Background: an optimization exercise with open tools, aiming at small area. Do not read the settings as production practice.
RTL that was checked went through simulation tests only; none was proved equivalent to the original.

==> flow/design.v <==
`timescale 1ns / 1ps
module clock_div (
    input  logic clock,
    input  logic reset,
    output logic div_clock,
    output logic tick,
    output logic ph1, ph2, ph3
    );
logic half;
assign tick = half & ~div_clock;
assign ph1  = ~half & div_clock;
assign ph2  = half & div_clock;
assign ph3  = ~half & ~div_clock;
always_ff @(posedge clock or posedge reset)
    if (reset) begin
        half      <= 1'b0;
        div_clock <= 1'b0;
    end
    else begin
        half      <= ~half;
        div_clock <= div_clock ^ half;
    end
endmodule
`timescale 1ns / 1ps
module vga_controller (
    input  logic       clk,
    input  logic       ce,
    input  logic       reset,
    output logic [5:0] h2, v2,    
    output logic [5:0] h1, v1,    
    output logic       h_sync, v_sync, disp_en,
    output logic       started   
    );
    logic [5:0] hc;
    logic       hw, hs;
    assign hw = (hc == 6'd55);
    assign hs = (hc[5:1] == 5'b11111);           
    assign h1 = (hw | (hc == 6'd62)) ? 6'd0 : hc + 6'd1;
    assign v1 = hw ? ((v2 == 6'd62) ? 6'd0 : v2 + 6'd1) : v2;
    assign h2 = hs ? 6'd0 : hc;
    always_ff @(posedge clk or posedge reset)
        if (reset) begin
            hc <= 6'd62;
            v2 <= 6'd0;
        end
        else if (ce) begin
            hc <= (hw | (hc == 6'd63)) ? 6'd0 : hc + 6'd1;
            v2 <= v1;
        end
    assign started = hc != 6'd62;
    assign h_sync  = ~(hc == 6'd53 || hc == 6'd54);
    assign v_sync  = ~(v2 == 6'd61);
    assign disp_en = (hc < 6'd50) & (v2 < 6'd60);
endmodule
`timescale 1ns / 1ps
module line_drawer (
    input  logic [11:0] nx0, ny0, nx1, ny1,
    input  logic [5:0]  h,       
    input  logic [5:0]  v,       
    input  logic        clk,
    input  logic        ce,      
    input  logic        ph1, ph2, ph3,
    input  logic        rst,
    input  logic        started,  
    output logic [5:0]  px, py
    );
    logic [11:0] x0, y0, x1, y1;
    logic        st_set, st_loop;    
    logic        loh;                
    logic [5:0]  w;
    logic [7:0]  n;                  
    logic [13:0] acc;                
    logic [1:0]  mode;               
    logic        pend;               
    logic        chg;
    logic        in_lh;
    assign in_lh = ~st_set & ~st_loop;
    logic        sx, ex, sy, ey;
    assign sx = x0 > x1;
    assign ex = x0 == x1;
    logic [5:0]  lwl;                
    logic        ndir;
    assign ndir = loh ? (~sx & ~sy) : ~sx;
    logic        at_w1, adv, fin, pos;
    assign at_w1 = lwl == w;
    assign adv   = loh ? ({1'b0, h} + 7'd1 == {1'b0, w})
                       : (v == w && n[7:6] == 2'd0 && h > n[5:0]);
    assign fin   = loh ? at_w1 : pend;
    assign pos   = ~acc[13];
    logic [11:0] pc;
    logic        isx, lg, syu, wrole;
    assign pc    = ce ? x0 : ph1 ? y1 : ph2 ? y0 : x1;
    assign isx   = ce | ph3;
    assign syu   = (in_lh & ph3) ? acc[13] : sy;    
    assign lg    = ce ? sx : ph3 ? ~sx : ph2 ? syu : ~syu;   
    assign wrole = isx == loh;                      
    logic        aen, bon, sh, inv, cin;
    logic        ini, stp, sgn;
    always_comb begin
        ini = 1'b0; stp = 1'b0; sgn = 1'b0;
        if (ce) begin
            ini = st_set;
            stp = st_loop & adv;
            sgn = pos;
        end
        else begin
            ini = mode == 2'd3;
            stp = mode == 2'd2 || mode == 2'd1;
            sgn = mode == 2'd2;
        end
        aen = 1'b1; bon = 1'b0; sh = 1'b0; inv = 1'b0; cin = 1'b0;
        if (in_lh) begin
            bon = 1'b1;
            if (ph1)
                aen = 1'b0;
            else if (ph2) begin
                inv = 1'b1; cin = 1'b1;
            end
            else begin
                inv = lg ^ syu; cin = ~lg & ~syu;
            end
        end
        else if (ini | stp) begin
            aen = ~(ce & ini);
            bon = ~(stp & ~sgn & wrole);
            sh  = stp | ~wrole;
            inv = wrole ? lg : ~lg;
            cin = inv & ~(ini & wrole);
        end
    end
    logic [13:0] opb, sum;
    assign opb = (bon ? (sh ? {1'b0, pc, 1'b0} : {2'b0, pc}) : 14'd0) ^ {14{inv}};
    assign sum = (aen ? acc : 14'd0) + opb + {13'd0, cin};
    always_ff @(posedge clk)
        acc <= sum;
    logic        cap_w, cap_l, cap_n;
    assign cap_w = ini & wrole & ~lg;
    assign cap_l = ini & wrole & lg;
    assign cap_n = ini & (ce ? ~loh : ph1 ? (loh & sx) : ph2 ? (loh & ~sx) : 1'b0);
    logic [5:0] wenc, nenc;
    assign wenc = w;
    assign nenc = (n[7:6] == 2'd0) ? n[5:0] : 6'h3f;
    always_ff @(posedge clk or posedge rst)
        if (rst) begin
            st_set  <= 1'b0;
            st_loop <= 1'b0;
            loh     <= 1'b0;
            sy      <= 1'b1;
            px      <= 6'h3f;
            py      <= 6'h3f;
        end
        else begin
          if (in_lh & ph3 & started)
            sy <= acc[13];
          if (ce) begin
            if (in_lh) begin
                if (~started)
                    loh <= 1'b1;
                else if (~ex & ~ey)
                    loh <= sum[13] ^ sy;
                st_set <= 1'b1;
            end
            if (st_set) begin
                st_set  <= 1'b0;
                st_loop <= 1'b1;
            end
            if (st_loop) begin
                px <= loh ? wenc : nenc;
                py <= loh ? nenc : wenc;
                if (fin) begin
                    st_set  <= 1'b1;
                    st_loop <= 1'b0;
                end
            end
            if (chg) begin
                st_set  <= 1'b0;
                st_loop <= 1'b0;
            end
          end
        end
    always_ff @(posedge clk)
        if (ce)
            {x0, y0, x1, y1} <= {nx0, ny0, nx1, ny1};
    assign chg = started ? ({x0, y0, x1, y1} != {nx0, ny0, nx1, ny1})
                         : ({nx0, ny0, nx1, ny1} != {12'd2, 12'd7, 12'd9, 12'd2});
    always_ff @(posedge clk) begin
        if (ce) begin
            mode <= st_set ? 2'd3 : (st_loop & adv) ? (pos ? 2'd2 : 2'd1) : 2'd0;
            if (st_set)
                pend <= 1'b0;
            else if (st_loop & adv) begin
                w    <= w + 6'd1;
                pend <= at_w1;
                if (pos)
                    n <= ndir ? n + 8'd1 : n - 8'd1;
            end
        end
        if (in_lh & ph3)
            ey <= acc == 14'd0;
        if (cap_w)
            w   <= (pc[11:6] == 6'd0) ? pc[5:0] : 6'h3f;
        if (cap_l)
            lwl <= (pc[11:6] == 6'd0) ? pc[5:0] : 6'h3f;
        if (cap_n)
            n   <= ((pc[11:7] == 5'd0) || (pc[11:6] == 6'h3f)) ? pc[7:0] : 8'd128;
    end
endmodule
`timescale 1ns / 1ps
module drawing_line_top(
    input logic clk,
    input logic rst,
    output logic Hsync,
    output logic Vsync,
    output logic [3:0] vgaRed,
    output logic [3:0] vgaGreen,
    output logic [3:0] vgaBlue,
    input logic [11:0] x0,y0,x1,y1,
    output logic disp_en,
    output logic vga_clk,
    output logic [11:0] v_cntr, h_cntr
    );
    logic vga_ce, ph1, ph2, ph3;
    clock_div vga_clk_mod(.clock(clk), .reset(rst), .div_clock(vga_clk), .tick(vga_ce),
                          .ph1(ph1), .ph2(ph2), .ph3(ph3));
    logic [5:0] h2, v2, h1, v1;
    logic started;
    vga_controller vgatxt(.clk(clk), .ce(vga_ce), .reset(rst), .h2(h2), .v2(v2), .h1(h1), .v1(v1),
                          .h_sync(Hsync), .v_sync(Vsync), .disp_en(disp_en), .started(started));
    assign h_cntr = {6'd0, h2};
    assign v_cntr = {6'd0, v2};
    logic [5:0] px, py;
    line_drawer drw1(.nx0(x0), .ny0(y0), .nx1(x1), .ny1(y1), .h(h1), .v(v1),
                     .clk(clk), .ce(vga_ce), .ph1(ph1), .ph2(ph2), .ph3(ph3), .rst(rst), .started(started), .px(px), .py(py));
    logic hit;
    always_ff @(posedge clk)
        if (vga_ce)
            hit <= (h1 == px) && (v1 == py);
    assign vgaRed   = {4{disp_en}};
    assign vgaGreen = {4{disp_en & ~hit}};
    assign vgaBlue  = {4{disp_en & ~hit}};
endmodule
==> flow/config.mk <==
export PLATFORM = sky130hd
export DESIGN_NAME = drawing_line_top
export DESIGN_NICKNAME = drawing_line_top
export VERILOG_FILES = /design/flow/design.v
export SDC_FILE = /design/flow/constraint.sdc
export NUM_CORES = 4
export LEC_CHECK = 0
export CAP_MARGIN = 20
export CORE_MARGIN = 2
export CORE_UTILIZATION = 60
export CTS_BUF_LIST = sky130_fd_sc_hd__clkbuf_8
export SLEW_MARGIN = 20
==> flow/constraint.sdc <==
create_clock -name core_clock -period 10.0 [get_ports {clk}]
set_input_delay 2.0000 -clock core_clock [delete_from_list [all_inputs] [get_ports {clk}]]
set_output_delay 2.0000 -clock core_clock [all_outputs]
set_load 0.01 [all_outputs]
standard.sh (not shown) runs the stock make flow with config.mk's settings and CLKGATE_MAP_FILE= SYNTH_SCRIPT=/design/flow/synth_recipe.tcl, a recipe that flattens the netlist after the stock synthesis.
==> flow/flow/run.sh <==
#!/bin/bash
# Standard layout, with the smallest buffer on the ports.
export BUFFER_PORTS_ARGS="-buffer_cell sky130_fd_sc_hd__buf_1"
bash standard.sh > standard.log 2>&1
Rerun with:
--- a/flow/design.v
+++ b/flow/design.v
@@ -146,8 +146,7 @@
             st_loop <= 1'b0;
             loh     <= 1'b0;
             sy      <= 1'b1;
-            px      <= 6'h3f;
-            py      <= 6'h3f;
+            py[5:2] <= 4'hf;                 
         end
         else begin
           if (in_lh & ph3 & started)
@@ -165,8 +164,7 @@
                 st_loop <= 1'b1;
             end
             if (st_loop) begin
-                px <= loh ? wenc : nenc;
-                py <= loh ? nenc : wenc;
+                py[5:2] <= loh ? nenc[5:2] : wenc[5:2];
                 if (fin) begin
                     st_set  <= 1'b1;
                     st_loop <= 1'b0;
@@ -184,6 +182,10 @@
     assign chg = started ? ({x0, y0, x1, y1} != {nx0, ny0, nx1, ny1})
                          : ({nx0, ny0, nx1, ny1} != {12'd2, 12'd7, 12'd9, 12'd2});
     always_ff @(posedge clk) begin
+        if (ce & st_loop) begin
+            px      <= loh ? wenc : nenc;
+            py[1:0] <= loh ? nenc[1:0] : wenc[1:0];
+        end
         if (ce) begin
             mode <= st_set ? 2'd3 : (st_loop & adv) ? (pos ? 2'd2 : 2'd1) : 2'd0;
             if (st_set)
Outcome: The new run completed without violations; die area drops slightly; utilization drops by 0.14 points; global-route usage climbs by 1.1 points; non-clock buffer count climbs by 4; count of clock-buffer cells in the layout stays the same.
No functional check of the RTL was part of the first run of this note.

## afterwards: timing with drivers on the ports
The results above use ideal ports. As a check the final layouts listed here were re-extracted and re-timed, cells and wires unchanged. Step 1: set_driving_cell puts a clkbuf_16 on clk and a buf_2 on each other input, an assumption about the parent block. Step 2 also shifts input and output timing later by t, the mid clock arrival at the registers, as if the neighbouring blocks saw the same clock. Three values: ideal, step 1, step 2; two values: the first two.
run	shift t [ns]	slack for setup (ns)	clock arrival spread, ns
the first run	0.491	3.445 / 3.445 / 3.445	0.008 / 0.008
the second run	0.481	2.534 / 2.534 / 2.534	0.012 / 0.011
After both steps every run listed still meets setup and hold.
